What follows belongs to an exercise in optimizing a design on an open flow for small area, a short achievable clock period and few clock cycles per item; a production flow would make more cautious choices.
At most, simulation tests tie the RTL to the original design; equivalence was not proved.
Power figures rest on the tool's default switching activity, not on a simulated workload.

v6:
==> module div_cneg_in, before the edit <==
module div_cneg_in (input logic s, input logic [31:0] x, output logic [31:0] y);
   wire [4:0] p;
   assign p[0] = 1'b0;
   div_cneg_in_slice u_0 (.s(s), .pin(p[0]), .x(x[7:0]), .y(y[7:0]), .pout(p[1]));
   div_cneg_in_slice u_1 (.s(s), .pin(p[1]), .x(x[15:8]), .y(y[15:8]), .pout(p[2]));
   div_cneg_in_slice u_2 (.s(s), .pin(p[2]), .x(x[23:16]), .y(y[23:16]), .pout(p[3]));
   div_cneg_in_slice u_3 (.s(s), .pin(p[3]), .x(x[31:24]), .y(y[31:24]), .pout(p[4]));
endmodule
==> module div_cneg_in_slice, before the edit <==
module div_cneg_in_slice (input logic s, input logic pin, input logic [7:0] x, output logic [7:0] y, output logic pout);
   wire [7:0] pre;
   assign pre[0] = pin;
   assign pre[1] = pre[0] | x[0];
   assign pre[2] = pre[1] | x[1];
   assign pre[3] = pre[2] | x[2];
   assign pre[4] = pre[3] | x[3];
   assign pre[5] = pre[4] | x[4];
   assign pre[6] = pre[5] | x[5];
   assign pre[7] = pre[6] | x[6];
   assign y = x ^ ({8{s}} & pre);
   assign pout = pin | (|x);
endmodule
==> flow/config.mk <==
export PLATFORM = sky130hd
export DESIGN_NAME = el2_exu_div_ctl
export DESIGN_NICKNAME = el2_exu_div_ctl
export VERILOG_FILES = /design/flow/design.v
export SDC_FILE = /design/flow/constraint.sdc
export NUM_CORES = 8
export LEC_CHECK = 0
export CAP_MARGIN = 40
export CORE_MARGIN = 2
export CORE_UTILIZATION = 40
export SETUP_SLACK_MARGIN = 5
export SLEW_MARGIN = 40
export SYNTH_HIERARCHICAL = 1
export SYNTH_MINIMUM_KEEP_SIZE = 0
==> flow/constraint.sdc <==
create_clock -name core_clock -period 12.0 [get_ports {clk}]
set_input_delay 2.4000 -clock core_clock [delete_from_list [all_inputs] [get_ports {clk}]]
set_output_delay 2.4000 -clock core_clock [all_outputs]
set_load 0.01 [all_outputs]
standard.sh (not shown) runs the stock make flow with config.mk's settings and CLKGATE_MAP_FILE= SYNTH_SCRIPT=/design/flow/synth_recipe.tcl, a recipe that flattens the netlist after the stock synthesis.
==> flow/flow/run.sh <==
#!/bin/bash
set -euo pipefail
MARGIN=${MARGIN:-6.8}
PORTBUF=${PORTBUF:-sky130_fd_sc_hd__buf_1}
sed -E -e "s/SETUP_SLACK_MARGIN=[^ ]+/SETUP_SLACK_MARGIN=${MARGIN}/" \
       -e "s/CLKGATE_MAP_FILE= /CLKGATE_MAP_FILE= 'BUFFER_PORTS_ARGS=-buffer_cell ${PORTBUF}' /" \
       standard.sh > standard_mod.sh
grep -q "BUFFER_PORTS_ARGS" standard_mod.sh
bash standard_mod.sh > flow.log 2>&1
v6 completed end to end with timing, DRC and antenna clean.
Setup changes, v6 to v7
--- a/flow/design.v
+++ b/flow/design.v
@@ -71,26 +71,26 @@
    assign out        = ans;
    assign finish_dly = ~cancel & (fin_ff | (sv_ff & early));
 endmodule  
 module div_cneg_in (input logic s, input logic [31:0] x, output logic [31:0] y);
-   wire [4:0] p;
+   wire [8:0] p;
    assign p[0] = 1'b0;
-   div_cneg_in_slice u_0 (.s(s), .pin(p[0]), .x(x[7:0]), .y(y[7:0]), .pout(p[1]));
-   div_cneg_in_slice u_1 (.s(s), .pin(p[1]), .x(x[15:8]), .y(y[15:8]), .pout(p[2]));
-   div_cneg_in_slice u_2 (.s(s), .pin(p[2]), .x(x[23:16]), .y(y[23:16]), .pout(p[3]));
-   div_cneg_in_slice u_3 (.s(s), .pin(p[3]), .x(x[31:24]), .y(y[31:24]), .pout(p[4]));
+   div_cneg_in_slice u_0 (.s(s), .pin(p[0]), .x(x[3:0]), .y(y[3:0]), .pout(p[1]));
+   div_cneg_in_slice u_1 (.s(s), .pin(p[1]), .x(x[7:4]), .y(y[7:4]), .pout(p[2]));
+   div_cneg_in_slice u_2 (.s(s), .pin(p[2]), .x(x[11:8]), .y(y[11:8]), .pout(p[3]));
+   div_cneg_in_slice u_3 (.s(s), .pin(p[3]), .x(x[15:12]), .y(y[15:12]), .pout(p[4]));
+   div_cneg_in_slice u_4 (.s(s), .pin(p[4]), .x(x[19:16]), .y(y[19:16]), .pout(p[5]));
+   div_cneg_in_slice u_5 (.s(s), .pin(p[5]), .x(x[23:20]), .y(y[23:20]), .pout(p[6]));
+   div_cneg_in_slice u_6 (.s(s), .pin(p[6]), .x(x[27:24]), .y(y[27:24]), .pout(p[7]));
+   div_cneg_in_slice u_7 (.s(s), .pin(p[7]), .x(x[31:28]), .y(y[31:28]), .pout(p[8]));
 endmodule
-module div_cneg_in_slice (input logic s, input logic pin, input logic [7:0] x, output logic [7:0] y, output logic pout);
-   wire [7:0] pre;
+module div_cneg_in_slice (input logic s, input logic pin, input logic [3:0] x, output logic [3:0] y, output logic pout);
+   wire [3:0] pre;
    assign pre[0] = pin;
    assign pre[1] = pre[0] | x[0];
    assign pre[2] = pre[1] | x[1];
    assign pre[3] = pre[2] | x[2];
-   assign pre[4] = pre[3] | x[3];
-   assign pre[5] = pre[4] | x[4];
-   assign pre[6] = pre[5] | x[5];
-   assign pre[7] = pre[6] | x[6];
-   assign y = x ^ ({8{s}} & pre);
+   assign y = x ^ ({4{s}} & pre);
    assign pout = pin | (|x);
 endmodule
 module div_cneg_out (input logic s, input logic [31:0] x, output logic [31:0] y);
    wire yy_po_l0_1 = x[1] | x[0];
==> notes.md <==
- Placeable core region across v6 and v7: no real change.
- ~same die area in v6 and v7
- Post-synthesis to final-layout area growth: v6 and v7 compared, lower one is v7
- v6 → v7: clock-pin slew on the worst setup and hold paths did not really move, global-route wire length before repair went down by 3.5 mm.
- Row met1 capacity usage during global routing: v7 lower / v6 higher
- In v7 relative to v6, total leakage power had gone down by a few percent.
- In the metrics for v6 and v7, the one carrying the lower pin count of the biggest net entering global routing is v6.
- The netlist area before placement on v7 is in line with that on v6.
- v7: routed via count 104 below v6
- v7: critical path depth lower than v6
- Cell count: v6 vs v7, no meaningful difference
- Non-clock buffer count, v6 and v7, higher one = v6.
- Post-synthesis area per instance for v7 is lower than for v6.
Testbench counts of v7, summed over its fixed seeds: cycles 18,134, items 3,200.
The RTL of v6 was laid out without a check of its function.


el2_exu_div_ctl, a different RTL version from the one above (not shown whole).
Size in the first run: about 1300 cells after synthesis, roughly 100 I/O pins.
==> module el2_exu_div_ctl, before the edit <==
module el2_exu_div_ctl
  (
   input logic           clk,                        
   input logic           rst_l,                      
   input logic           dp_valid,                   
   input logic           dp_unsign,                  
   input logic           dp_rem,                     
   input logic  [31:0]   dividend,                   
   input logic  [31:0]   divisor,                    
   input logic           cancel,                     
   output logic          finish_dly,                 
   output logic [31:0]   out                         
  );
   logic        sv_ff;                  
   logic        it_ff;                  
   logic        fin_ff;                 
   logic [3:0]  cnt_ff;                 
   logic        busy, last;
   logic [31:0] r_ff;                   
   logic [31:0] q_ff;                   
   logic [32:0] b_ff;                   
   logic        rem_ff, neg_ff;         
   assign busy = sv_ff | it_ff;
   assign last = it_ff & (cnt_ff == 4'd0);
   wire  sa = ~dp_unsign & dividend[31];
   wire  sb = ~dp_unsign & divisor[31];
   wire  bz = (divisor == 32'b0);
   wire [31:0] abs_a, abs_b;
   div_cneg_in u_nega (.s(sa), .x(dividend), .y(abs_a));
   div_cneg_in u_negb (.s(sb), .x(divisor),  .y(abs_b));
   wire        q1, d1_co, q2, d2_co;
   wire        en1;
   wire [31:0] r1, d2;
   div_step34 u_s1 (.en(en1), .x({2'b0, r_ff}), .b({1'b0, b_ff}), .q(q1), .co(d1_co), .y(r1));
   div_step33 u_s2 (.en(it_ff), .x({1'b0, r1}), .b({1'b0, b_ff[32:1]}), .q(q2), .co(d2_co), .y(d2));
   wire [31:0] r2_n = busy ? r1 : abs_a;
   wire [31:0] r_next = q2 ? d2 : r2_n;
   wire early = ~d1_co;
   wire [5:0] clza, clzb;
   div_clz32 u_clza (.x(r_ff), .n(clza));
   div_clz32 u_clzb (.x(b_ff[31:0]), .n(clzb));
   wire [5:0]  sdiff = clzb - clza;                     
   wire        bzero = clzb[5];
   wire        s0    = sv_ff & ~bzero & (clza == clzb);
   assign      en1   = it_ff | s0;
   wire [3:0]  m     = (bzero | ~sv_ff) ? 4'hf : sdiff[4:1];
   wire [32:0] b_rot;
   div_rot33 u_rot (.b(b_ff), .m(m), .y(b_rot));
   always_ff @(posedge clk or negedge rst_l) begin
      if (!rst_l) begin
         sv_ff  <= 1'b0;
         it_ff  <= 1'b0;
         fin_ff <= 1'b0;
      end
      else begin
         sv_ff  <= dp_valid & ~cancel;
         it_ff  <= ~cancel & ((sv_ff & ~early & ~s0) | (it_ff & (cnt_ff != 4'd0)));
         fin_ff <= ~cancel & (last | (s0 & ~early));
      end
   end
   always_ff @(posedge clk) begin
      cnt_ff <= sv_ff ? m : cnt_ff - 4'd1;
      r_ff   <= r_next;
      q_ff   <= (it_ff | s0) ? (((last | s0) & rem_ff) ? r_next : {q_ff[29:0], q1 & it_ff, q2 | s0}) :
                sv_ff ? 32'b0 : (abs_a & {32{dp_rem}});
      b_ff   <= busy ? b_rot : {1'b0, abs_b};
      if (!busy) begin
         rem_ff <= dp_rem;
         neg_ff <= dp_rem ? sa : (sa ^ sb) & ~bz;
      end
   end
   wire [31:0] ans;
   div_cneg_out u_nego (.s(neg_ff), .x(q_ff), .y(ans));
   assign out        = ans;
   assign finish_dly = ~cancel & (fin_ff | (sv_ff & early));
endmodule  
clock: 12.0 ns
lec_check: 0
cap_margin: 40
core_margin: 2
core_utilization: 40
setup_slack_margin: 5
slew_margin: 40
synth_hierarchical: 1
synth_minimum_keep_size: 0
Scripts as last shown in full above: flow/flow/run.sh
Then changed:
--- a/flow/design.v
+++ b/flow/design.v
@@ -14,57 +14,61 @@
    logic        sv_ff;                  
    logic        it_ff;                  
    logic        fin_ff;                 
    logic [3:0]  cnt_ff;                 
-   logic        busy, last;
    logic [31:0] r_ff;                   
    logic [31:0] q_ff;                   
    logic [32:0] b_ff;                   
    logic        rem_ff, neg_ff;         
-   assign busy = sv_ff | it_ff;
-   assign last = it_ff & (cnt_ff == 4'd0);
+   wire  busy = sv_ff | it_ff;
+   wire  last = it_ff & (cnt_ff == 4'd0);
    wire  sa = ~dp_unsign & dividend[31];
    wire  sb = ~dp_unsign & divisor[31];
    wire  bz = (divisor == 32'b0);
    wire [31:0] abs_a, abs_b;
    div_cneg_in u_nega (.s(sa), .x(dividend), .y(abs_a));
    div_cneg_in u_negb (.s(sb), .x(divisor),  .y(abs_b));
    wire        q1, d1_co, q2, d2_co;
-   wire        en1;
    wire [31:0] r1, d2;
-   div_step34 u_s1 (.en(en1), .x({2'b0, r_ff}), .b({1'b0, b_ff}), .q(q1), .co(d1_co), .y(r1));
+   div_step34 u_s1 (.en(it_ff), .x({2'b0, r_ff}), .b({1'b0, b_ff}), .q(q1), .co(d1_co), .y(r1));
    div_step33 u_s2 (.en(it_ff), .x({1'b0, r1}), .b({1'b0, b_ff[32:1]}), .q(q2), .co(d2_co), .y(d2));
-   wire [31:0] r2_n = busy ? r1 : abs_a;
-   wire [31:0] r_next = q2 ? d2 : r2_n;
-   wire early = ~d1_co;
-   wire [5:0] clza, clzb;
+   wire        early = ~d1_co;
+   wire [5:0]  clza, clzb;
    div_clz32 u_clza (.x(r_ff), .n(clza));
    div_clz32 u_clzb (.x(b_ff[31:0]), .n(clzb));
    wire [5:0]  sdiff = clzb - clza;                     
    wire        bzero = clzb[5];
-   wire        s0    = sv_ff & ~bzero & (clza == clzb);
-   assign      en1   = it_ff | s0;
    wire [3:0]  m     = (bzero | ~sv_ff) ? 4'hf : sdiff[4:1];
+   wire        keep1 = 1'b1;
+   wire        go    = it_ff;
+   wire        lastq = last;
+   wire        qb1   = q1;
+   wire        qb2   = q2;
    wire [32:0] b_rot;
    div_rot33 u_rot (.b(b_ff), .m(m), .y(b_rot));
+   wire [31:0] r_next, q_next;
+   wire [32:0] b_next;
+   assign r_next = q2 ? d2 : (busy ? (keep1 ? r1 : r_ff) : abs_a);
+   assign q_next = go ? ((lastq & rem_ff) ? r_next : {q_ff[29:0], qb1, qb2}) :
+                   sv_ff ? 32'b0 : (abs_a & {32{dp_rem}});
+   assign b_next = busy ? b_rot : {1'b0, abs_b};
    always_ff @(posedge clk or negedge rst_l) begin
       if (!rst_l) begin
          sv_ff  <= 1'b0;
          it_ff  <= 1'b0;
          fin_ff <= 1'b0;
       end
       else begin
          sv_ff  <= dp_valid & ~cancel;
-         it_ff  <= ~cancel & ((sv_ff & ~early & ~s0) | (it_ff & (cnt_ff != 4'd0)));
-         fin_ff <= ~cancel & (last | (s0 & ~early));
+         it_ff  <= ~cancel & ((sv_ff & ~early) | (it_ff & (cnt_ff != 4'd0)));
+         fin_ff <= ~cancel & last;
       end
    end
    always_ff @(posedge clk) begin
       cnt_ff <= sv_ff ? m : cnt_ff - 4'd1;
       r_ff   <= r_next;
-      q_ff   <= (it_ff | s0) ? (((last | s0) & rem_ff) ? r_next : {q_ff[29:0], q1 & it_ff, q2 | s0}) :
-                sv_ff ? 32'b0 : (abs_a & {32{dp_rem}});
-      b_ff   <= busy ? b_rot : {1'b0, abs_b};
+      q_ff   <= q_next;
+      b_ff   <= b_next;
       if (!busy) begin
          rem_ff <= dp_rem;
          neg_ff <= dp_rem ? sa : (sa ^ sb) & ~bz;
       end
Final cell count is lower by a few percent.
Synthesized area went up slightly.
Die area increases slightly.
Core utilization fell by 1.3 points.
Clock-buffer cell count is higher by 2.
Sequential cell count stays the same.
Final area decreases by a few percent.
Global-route usage falls by 1.7 points.
Via count falls by a few percent.
Routed wire length came out lower by a few percent.
Sequential share of layout area rises by 1.0 points.
Critical path depth fell by 17.
Non-clock buffer count went down by 10.
Worst setup slack improves by 1.1 ns.
No run of this note included a check of the RTL's function; only the layout flow was run.

[afterwards: timing with drivers on the ports]
The results above use ideal ports. As a check the final layouts listed here were re-extracted and re-timed, cells and wires unchanged.
Step 1 (the two cells are an assumption about what drives the block):
set clk [get_ports {clk}]
set_driving_cell -lib_cell sky130_fd_sc_hd__clkbuf_16 $clk
set_driving_cell -lib_cell sky130_fd_sc_hd__buf_2 [delete_from_list [all_inputs] $clk]
Step 2 adds t to the input delays and takes it off the output delays; t is the mean of the earliest and latest rising clock arrival at the registers after step 1. Input paths then give back, and output paths get back, about the clock's delay inside the block.
Slacks: ideal ports / drivers / drivers and shift; pairs: ideal ports / drivers.
run	t, ns	setup slack, ns	clock arrival spread, ns	pins driven straight from the clock port
v6	0.416	5.686 / 5.698 / 5.282	0.011 / 0.010	1
v7	0.403	6.814 / 6.783 / 6.623	0.014 / 0.013	1
the first run of note 2	0.407	5.694 / 5.694 / 5.694	0.019 / 0.019	1
the second run of note 2	0.412	6.784 / 6.738 / 6.811	0.018 / 0.018	1
After both steps every run listed still meets setup and hold. The setup slack of v6, which loses most, moves by +0.012 ns with the drivers and by -0.404 ns with both steps.
